Source: an optimization exercise on an open RTL-to-GDS flow (aim: small area, a short achievable clock period and few clock cycles per item). Production flows keep margins and buffers that such runs may drop.
In this exercise RTL edits were held to simulation tests only and were not proved equivalent to the original.
Power figures rest on the tool's default switching activity, not on a simulated workload.

== south ==
==> flow/design.v <==
module hanoivm_fsm(
    input clk,
    input rst,
    input [7:0] opcode_in,
    input [80:0] operand_in,
    input valid,
    output ready,
    output reg [80:0] result_out,
    output reg done
);
    localparam D  = 15;
    localparam LO = 41;         
    localparam HI = 81 - LO;    
    reg [LO-1:0] sl [0:D-1];
    reg [HI-1:0] sh [0:D-1];
    reg [3:0]    sp;            
    reg          v2;
    reg          a_push, a_pop, a_add, a_down, a_hold;
    reg [80:0]   operand_r;
    reg          v3;
    reg          b_push, b_pop, b_add, b_down, b_hold;
    reg [HI-1:0] operand_h;
    reg          carry;
    reg [LO-1:0] result_l;
    assign ready = 1'b1;
    wire [3:0] sp_now = a_push ? sp + 4'd1 : a_down ? sp - 4'd1 : sp;
    wire       nz     = sp_now != 4'd0;
    wire       ge2    = sp_now[3:1] != 3'd0;
    wire c_push = valid && opcode_in == 8'h01;
    wire c_pop  = valid && opcode_in == 8'h02 && nz;
    wire c_add  = valid && opcode_in == 8'h03 && ge2;
    always @(posedge clk or posedge rst) begin
        if (rst) begin
            v2     <= 1'b0;
            a_push <= 1'b0;
            a_pop  <= 1'b0;
            a_add  <= 1'b0;
            a_down <= 1'b0;
            a_hold <= 1'b1;
            v3     <= 1'b0;
            b_push <= 1'b0;
            b_pop  <= 1'b0;
            b_add  <= 1'b0;
            b_down <= 1'b0;
            b_hold <= 1'b1;
            sp     <= 4'd0;
            done   <= 1'b0;
        end else begin
            v2     <= valid;
            a_push <= c_push;
            a_pop  <= c_pop;
            a_add  <= c_add;
            a_down <= c_pop || c_add;
            a_hold <= !(c_push || c_pop || c_add);
            v3     <= v2;
            b_push <= a_push;
            b_pop  <= a_pop;
            b_add  <= a_add;
            b_down <= a_down;
            b_hold <= a_hold;
            sp     <= sp_now;
            done   <= v3;
        end
    end
    always @(posedge clk) begin
        operand_r <= operand_in;
        operand_h <= operand_r[80:LO];
    end
    wire [LO:0] sum_l = {1'b0, sl[0]} + {1'b0, sl[1]};
    always @(posedge clk) begin
        carry    <= sum_l[LO];
        result_l <= ({LO{a_push}} & operand_r[LO-1:0]) | ({LO{a_add}} & sum_l[LO-1:0]) |
                    ({LO{a_pop}} & sl[0]);
        sl[0]    <= ({LO{a_push}} & operand_r[LO-1:0]) | ({LO{a_add}} & sum_l[LO-1:0]) |
                    ({LO{a_pop}} & sl[1]) | ({LO{a_hold}} & sl[0]);
    end
    wire [HI:0]   sum_hc = {sh[0], 1'b1} + {sh[1], carry};
    wire [HI-1:0] sum_h  = sum_hc[HI:1];
    always @(posedge clk) begin
        result_out <= {({HI{b_push}} & operand_h) | ({HI{b_add}} & sum_h) |
                       ({HI{b_pop}} & sh[0]),
                       result_l};
        sh[0]      <= ({HI{b_push}} & operand_h) | ({HI{b_add}} & sum_h) |
                      ({HI{b_pop}} & sh[1]) | ({HI{b_hold}} & sh[0]);
    end
    genvar i;
    generate
        for (i = 1; i < D; i = i + 1) begin : g_shift
            always @(posedge clk) begin
                if (i < D-1) begin
                    sl[i] <= ({LO{a_push}} & sl[i-1]) | ({LO{a_down}} & sl[(i < D-1) ? i+1 : i]) |
                             ({LO{a_hold}} & sl[i]);
                    sh[i] <= ({HI{b_push}} & sh[i-1]) | ({HI{b_down}} & sh[(i < D-1) ? i+1 : i]) |
                             ({HI{b_hold}} & sh[i]);
                end else begin
                    sl[i] <= ({LO{a_push}} & sl[i-1]) | ({LO{!a_push}} & sl[i]);
                    sh[i] <= ({HI{b_push}} & sh[i-1]) | ({HI{!b_push}} & sh[i]);
                end
            end
        end
    endgenerate
endmodule
export LEC_CHECK = 0
export CAP_MARGIN = 20
export CORE_MARGIN = 2
export CORE_UTILIZATION = 40
export PLACE_DENSITY = 0.55
export SETUP_SLACK_MARGIN = 5
export SLEW_MARGIN = 20
create_clock -name core_clock -period 9.0 [get_ports {clk}]
standard.sh (not shown) runs the stock make flow with config.mk's settings and CLKGATE_MAP_FILE= SYNTH_SCRIPT=/design/flow/synth_recipe.tcl, a recipe that flattens the netlist after the stock synthesis.
==> flow/flow/run.sh <==
#!/bin/bash
set -euo pipefail
bash standard.sh SETUP_SLACK_MARGIN=6 TNS_END_PERCENT=30 \
  "BUFFER_PORTS_ARGS=-buffer_cell sky130_fd_sc_hd__buf_2" \
  "CTS_ARGS=-sink_clustering_enable -repair_clock_nets -dont_use_dummy_load -sink_clustering_size 25 -sink_clustering_max_diameter 120" \
  finish > standard.log 2>&1
Testbench counts of south, summed over its fixed seeds: cycles 2,412, items 2,400.
Inputs modified between south and west:
==> flow/design.v <==
module hanoivm_fsm(
    input clk,
    input rst,
    input [7:0] opcode_in,
    input [80:0] operand_in,
    input valid,
    output ready,
    output reg [80:0] result_out,
    output reg done
);
    localparam D  = 15;
    localparam LO = 41;         
    localparam HI = 81 - LO;    
    reg [LO-1:0] sl [0:D-1];
    reg [HI-1:0] sh [0:D-1];
    reg [3:0]    sp;            
    reg          ph;            
    reg          ph_c;          
    reg          v2;
    reg          a_push, a_pop, a_add, a_down, a_hold;
    reg [80:0]   operand_r;
    reg          v3;
    reg          b_push, b_pop, b_add, b_down, b_hold;
    reg [HI-1:0] operand_h;
    reg          carry;
    reg [LO-1:0] result_l;      
    assign ready = 1'b1;
    wire [3:0] sp_now = a_push ? sp + 4'd1 : a_down ? sp - 4'd1 : sp;
    wire       nz     = sp_now != 4'd0;
    wire       ge2    = sp_now[3:1] != 3'd0;
    wire c_push = valid && opcode_in == 8'h01;
    wire c_pop  = valid && opcode_in == 8'h02 && nz;
    wire c_add  = valid && opcode_in == 8'h03 && ge2;
    always @(posedge clk or posedge rst) begin
        if (rst) begin
            ph     <= 1'b0;
            v2     <= 1'b0;
            a_push <= 1'b0;
            a_pop  <= 1'b0;
            a_add  <= 1'b0;
            a_down <= 1'b0;
            a_hold <= 1'b1;
            v3     <= 1'b0;
            b_push <= 1'b0;
            b_pop  <= 1'b0;
            b_add  <= 1'b0;
            b_down <= 1'b0;
            b_hold <= 1'b1;
            sp     <= 4'd0;
            done   <= 1'b0;
        end else begin
            ph     <= !ph;
            v2     <= valid;
            a_push <= c_push;
            a_pop  <= c_pop;
            a_add  <= c_add;
            a_down <= c_pop || c_add;
            a_hold <= !(c_push || c_pop || c_add);
            v3     <= v2;
            b_push <= a_push;
            b_pop  <= a_pop;
            b_add  <= a_add;
            b_down <= a_down;
            b_hold <= a_hold;
            sp     <= sp_now;
            done   <= v3;
        end
    end
    always @(posedge clk) begin
        ph_c      <= !ph;
        operand_r <= operand_in;
        operand_h <= operand_r[80:LO];
    end
    wire [LO+1:0] sum_lc = {1'b0, sl[0], 1'b1} + {1'b0, sl[1], ph_c};
    wire [LO:0]   sum_l  = sum_lc[LO+1:1];
    wire [LO-1:0] op_l   = operand_r[LO-1:0] ^ {LO{ph}};
    always @(posedge clk) begin
        carry    <= sum_l[LO];
        result_l <= ({LO{a_push}} & op_l) | ({LO{a_add}} & sum_l[LO-1:0]) |
                    ({LO{a_pop}} & sl[0]) | {LO{a_hold & ph}};
        sl[0]    <= ~(({LO{a_push}} & op_l) | ({LO{a_add}} & sum_l[LO-1:0]) |
                      ({LO{a_pop}} & sl[1]) | ({LO{a_hold}} & sl[0]));
    end
    wire [HI:0]   sum_hc = {sh[0], 1'b1} + {sh[1], !carry};
    wire [HI-1:0] sum_h  = sum_hc[HI:1];
    wire [HI-1:0] op_h   = operand_h ^ {HI{ph}};
    always @(posedge clk) begin
        result_out <= {({HI{b_push}} & operand_h) |
                       ((({HI{b_add}} & sum_h) | ({HI{b_pop}} & sh[0])) ^ {HI{ph & b_down}}),
                       result_l ^ {LO{!ph}}};
        sh[0]      <= ~(({HI{b_push}} & op_h) | ({HI{b_add}} & sum_h) |
                        ({HI{b_pop}} & sh[1]) | ({HI{b_hold}} & sh[0]));
    end
    genvar i;
    generate
        for (i = 1; i < D; i = i + 1) begin : g_shift
            always @(posedge clk) begin
                if (i < D-1) begin
                    sl[i] <= ~(({LO{a_push}} & sl[i-1]) | ({LO{a_down}} & sl[(i < D-1) ? i+1 : i]) |
                               ({LO{a_hold}} & sl[i]));
                    sh[i] <= ~(({HI{b_push}} & sh[i-1]) | ({HI{b_down}} & sh[(i < D-1) ? i+1 : i]) |
                               ({HI{b_hold}} & sh[i]));
                end else begin
                    sl[i] <= ~(({LO{a_push}} & sl[i-1]) | ({LO{!a_push}} & sl[i]));
                    sh[i] <= ~(({HI{b_push}} & sh[i-1]) | ({HI{!b_push}} & sh[i]));
                end
            end
        end
    endgenerate
endmodule
## What came out
Cmp west and south / fraction of power consumed by combinational cells / lower: south. The final reports for west and south show routed length on met3 lower in the former. The higher combinational power came out of west. In terms of number of flip-flops and latches in the synthesized netlist, west and south differ only marginally. On count of flip-flops and latches, south tracks west almost exactly. Going from south to west, final non-filler cell area went down 2.8%, sequential share of layout area now larger, number of nets in the layout went down. Summary of west over south: total power went up 9.4%; estimated wirelength of the detail-placed design went up 4.0 mm. In the flow results for west and south, the distinct cell type count after synthesis is smaller on south. | worst hold slack | west vs south | better |. Per the comparison of west with south, multi-input combinational area share now sits higher, arrival time at the worst endpoint now sits lower.
Testbench counts of west, summed over its fixed seeds: cycles 2,412, items 2,400.

hanoivm_fsm, a different RTL version from the one above (not shown whole).
Size: roughly 4300 cells after synthesis, roughly 1500 flip-flops, about 180 I/O pins, about 0.052 mm^2 of cells after synthesis.
Design hanoivm_fsm, start of the top module:
module hanoivm_fsm(
    input clk,
    input rst,
    input [7:0] opcode_in,
    input [80:0] operand_in,
    input valid,
    output ready,
    output reg [80:0] result_out,
    output reg done
);
    localparam D  = 15;
    localparam LO = 41;         
    localparam HI = 81 - LO;    
    reg [LO-1:0] sl [0:D-1];
    reg [HI-1:0] sh [0:D-1];
    reg [3:0]    sp;            
    reg          ph;            
    reg          v2;
    reg          a_push, a_pop, a_add, a_down, a_hold;
    reg [80:0]   operand_r;
    reg          v3;
    reg          b_push, b_pop, b_add, b_down, b_hold;
    reg [HI-1:0] operand_h;
    reg          carry;
    reg [LO-1:0] result_l;      
    assign ready = 1'b1;
    wire [3:0] sp_now = a_push ? sp + 4'd1 : a_down ? sp - 4'd1 : sp;
    wire       nz     = sp_now != 4'd0;
    wire       ge2    = sp_now[3:1] != 3'd0;
    wire c_push = valid && opcode_in == 8'h01;
    wire c_pop  = valid && opcode_in == 8'h02 && nz;
    wire c_add  = valid && opcode_in == 8'h03 && ge2;
    always @(posedge clk or posedge rst) begin
        if (rst) begin
            ph     <= 1'b0;
            v2     <= 1'b0;
            a_push <= 1'b0;
            a_pop  <= 1'b0;
            a_add  <= 1'b0;
            a_down <= 1'b0;
            a_hold <= 1'b1;
            v3     <= 1'b0;
            b_push <= 1'b0;
            b_pop  <= 1'b0;
  ...
==> module hanoivm_fsm, before the edit <==
module hanoivm_fsm(
    input clk,
    input rst,
    input [7:0] opcode_in,
    input [80:0] operand_in,
    input valid,
    output ready,
    output reg [80:0] result_out,
    output reg done
);
    localparam D  = 15;
    localparam LO = 41;         
    localparam HI = 81 - LO;    
    reg [LO-1:0] sl [0:D-1];
    reg [HI-1:0] sh [0:D-1];
    reg [3:0]    sp;            
    reg          ph;            
    reg          v2;
    reg          a_push, a_pop, a_add, a_down, a_hold;
    reg [80:0]   operand_r;
    reg          v3;
    reg          b_push, b_pop, b_add, b_down, b_hold;
    reg [HI-1:0] operand_h;
    reg          carry;
    reg [LO-1:0] result_l;      
    assign ready = 1'b1;
    wire [3:0] sp_now = a_push ? sp + 4'd1 : a_down ? sp - 4'd1 : sp;
    wire       nz     = sp_now != 4'd0;
    wire       ge2    = sp_now[3:1] != 3'd0;
    wire c_push = valid && opcode_in == 8'h01;
    wire c_pop  = valid && opcode_in == 8'h02 && nz;
    wire c_add  = valid && opcode_in == 8'h03 && ge2;
    always @(posedge clk or posedge rst) begin
        if (rst) begin
            ph     <= 1'b0;
            v2     <= 1'b0;
            a_push <= 1'b0;
            a_pop  <= 1'b0;
            a_add  <= 1'b0;
            a_down <= 1'b0;
            a_hold <= 1'b1;
            v3     <= 1'b0;
            b_push <= 1'b0;
            b_pop  <= 1'b0;
            b_add  <= 1'b0;
            b_down <= 1'b0;
            b_hold <= 1'b1;
            sp     <= 4'd0;
            done   <= 1'b0;
        end else begin
            ph     <= !ph;
            v2     <= valid;
            a_push <= c_push;
            a_pop  <= c_pop;
            a_add  <= c_add;
            a_down <= c_pop || c_add;
            a_hold <= !(c_push || c_pop || c_add);
            v3     <= v2;
            b_push <= a_push;
            b_pop  <= a_pop;
            b_add  <= a_add;
            b_down <= a_down;
            b_hold <= a_hold;
            sp     <= sp_now;
            done   <= v3;
        end
    end
    always @(posedge clk) begin
        operand_r <= operand_in;
        operand_h <= operand_r[80:LO];
    end
    wire [LO+1:0] sum_lc = {1'b0, sl[0], 1'b1} + {1'b0, sl[1], ph};
    wire [LO:0]   sum_l  = sum_lc[LO+1:1];
    wire [LO-1:0] op_l   = operand_r[LO-1:0] ^ {LO{ph}};
    always @(posedge clk) begin
        carry    <= sum_l[LO];
        result_l <= ({LO{a_push}} & op_l) | ({LO{a_add}} & sum_l[LO-1:0]) |
                    ({LO{a_pop}} & sl[0]) | {LO{a_hold & ph}};
        sl[0]    <= ~(({LO{a_push}} & op_l) | ({LO{a_add}} & sum_l[LO-1:0]) |
                      ({LO{a_pop}} & sl[1]) | ({LO{a_hold}} & sl[0]));
    end
    wire [HI:0]   sum_hc = {sh[0], 1'b1} + {sh[1], !carry};
    wire [HI-1:0] sum_h  = sum_hc[HI:1];
    wire [HI-1:0] op_h   = operand_h ^ {HI{ph}};
    always @(posedge clk) begin
        result_out <= {({HI{b_push}} & operand_h) |
                       ((({HI{b_add}} & sum_h) | ({HI{b_pop}} & sh[0])) ^ {HI{ph & b_down}}),
                       result_l ^ {LO{!ph}}};
        sh[0]      <= ~(({HI{b_push}} & op_h) | ({HI{b_add}} & sum_h) |
                        ({HI{b_pop}} & sh[1]) | ({HI{b_hold}} & sh[0]));
    end
    genvar i;
    generate
        for (i = 1; i < D; i = i + 1) begin : g_shift
            always @(posedge clk) begin
                if (i < D-1) begin
                    sl[i] <= ~(({LO{a_push}} & sl[i-1]) | ({LO{a_down}} & sl[(i < D-1) ? i+1 : i]) |
                               ({LO{a_hold}} & sl[i]));
                    sh[i] <= ~(({HI{b_push}} & sh[i-1]) | ({HI{b_down}} & sh[(i < D-1) ? i+1 : i]) |
                               ({HI{b_hold}} & sh[i]));
                end else begin
                    sl[i] <= ~(({LO{a_push}} & sl[i-1]) | ({LO{!a_push}} & sl[i]));
                    sh[i] <= ~(({HI{b_push}} & sh[i-1]) | ({HI{!b_push}} & sh[i]));
                end
            end
        end
    endgenerate
endmodule
==> flow/config.mk <==
export PLATFORM = sky130hd
export DESIGN_NAME = hanoivm_fsm
export DESIGN_NICKNAME = hanoivm_fsm
export VERILOG_FILES = /design/flow/design.v
export SDC_FILE = /design/flow/constraint.sdc
export NUM_CORES = 4
export LEC_CHECK = 0
export CAP_MARGIN = 20
export CORE_MARGIN = 2
export CORE_UTILIZATION = 40
export PLACE_DENSITY = 0.55
export SETUP_SLACK_MARGIN = 5
export SLEW_MARGIN = 20
==> flow/constraint.sdc <==
create_clock -name core_clock -period 9.0 [get_ports {clk}]
set_input_delay 1.8000 -clock core_clock [delete_from_list [all_inputs] [get_ports {clk}]]
set_output_delay 1.8000 -clock core_clock [all_outputs]
set_load 0.01 [all_outputs]
Scripts as last shown in full above: flow/flow/run.sh
The first run passed the timing, DRC and antenna checks.
Testbench counts at the start, summed over its fixed seeds: cycles 2,412, items 2,400.
Change:
--- a/flow/design.v
+++ b/flow/design.v
@@ -20,11 +20,11 @@
     reg [80:0]   operand_r;
     reg          v3;
     reg          b_push, b_pop, b_add, b_down, b_hold;
     reg [HI-1:0] operand_h;
     reg          carry;
-    reg [LO-1:0] result_l;      
+    reg [LO-1:0] result_l;
     assign ready = 1'b1;
     wire [3:0] sp_now = a_push ? sp + 4'd1 : a_down ? sp - 4'd1 : sp;
     wire       nz     = sp_now != 4'd0;
     wire       ge2    = sp_now[3:1] != 3'd0;
     wire c_push = valid && opcode_in == 8'h01;
@@ -67,27 +67,26 @@
     end
     always @(posedge clk) begin
         operand_r <= operand_in;
         operand_h <= operand_r[80:LO];
     end
-    wire [LO+1:0] sum_lc = {1'b0, sl[0], 1'b1} + {1'b0, sl[1], ph};
-    wire [LO:0]   sum_l  = sum_lc[LO+1:1];
-    wire [LO-1:0] op_l   = operand_r[LO-1:0] ^ {LO{ph}};
+    wire [LO:0]   sum_l = {1'b0, sl[0]} + {1'b0, sl[1]} + {{LO{1'b0}}, ph};
+    wire [LO-1:0] op_l  = operand_r[LO-1:0] ^ {LO{ph}};
     always @(posedge clk) begin
         carry    <= sum_l[LO];
-        result_l <= ({LO{a_push}} & op_l) | ({LO{a_add}} & sum_l[LO-1:0]) |
-                    ({LO{a_pop}} & sl[0]) | {LO{a_hold & ph}};
+        result_l <= ({LO{a_push}} & operand_r[LO-1:0]) |
+                    ((({LO{a_add}} & sum_l[LO-1:0]) | ({LO{a_pop}} & sl[0])) ^ {LO{ph & a_down}});
         sl[0]    <= ~(({LO{a_push}} & op_l) | ({LO{a_add}} & sum_l[LO-1:0]) |
                       ({LO{a_pop}} & sl[1]) | ({LO{a_hold}} & sl[0]));
     end
     wire [HI:0]   sum_hc = {sh[0], 1'b1} + {sh[1], !carry};
     wire [HI-1:0] sum_h  = sum_hc[HI:1];
     wire [HI-1:0] op_h   = operand_h ^ {HI{ph}};
     always @(posedge clk) begin
         result_out <= {({HI{b_push}} & operand_h) |
                        ((({HI{b_add}} & sum_h) | ({HI{b_pop}} & sh[0])) ^ {HI{ph & b_down}}),
-                       result_l ^ {LO{!ph}}};
+                       result_l};
         sh[0]      <= ~(({HI{b_push}} & op_h) | ({HI{b_add}} & sum_h) |
                         ({HI{b_pop}} & sh[1]) | ({HI{b_hold}} & sh[0]));
     end
     genvar i;
     generate
- The changed run finished clean
- non-clock buffer count increases by 15
- sequential power hardly moves
- area after synthesis decreases by 0.49%
- core utilization went up by 0.35 points
- setup slack is worse by 0.19 ns
- flip-flop and latch count is unchanged
- worst hold slack degrades by 0.0040 ns
- via count is higher by 1.9%
- global-route usage came out higher by 0.91 points
- design area hardly moves
- wire length grows by 5.9%
Testbench counts after the change, summed over its fixed seeds: cycles 2,412, items 2,400.

==> afterwards: timing with drivers on the ports <==
No port has a modelled driver above. Below, the same layouts with a new extraction and two added sets of constraints.
Step 1 (the two cells are an assumption about what drives the block):
set clk [get_ports {clk}]
set_driving_cell -lib_cell sky130_fd_sc_hd__clkbuf_16 $clk
set_driving_cell -lib_cell sky130_fd_sc_hd__buf_2 [delete_from_list [all_inputs] $clk]
Step 2, shift: input delay + t, output delay - t, t = (earliest + latest rising clock arrival at the registers) / 2. This alone moves slack from input paths to output paths.
a / b / c = ideal ports / drivers / drivers and shift; a / b = the first two.
run | shift t [ns] | setup WS [ns] | worst setup path at the end
south | 0.740 | 5.858 / 5.843 / 5.858 | register to register
west | 0.726 | 5.957 / 5.938 / 5.717 | input to register
the first run of note 2 | 0.727 | 5.948 / 5.948 / 5.745 | input to register
the second run of note 2 | 0.715 | 5.761 / 5.761 / 5.702 | input to register
After both steps setup and hold are still met in every run listed. The setup slack of west, which loses most, moves by -0.019 ns with the drivers and by -0.240 ns with both steps.
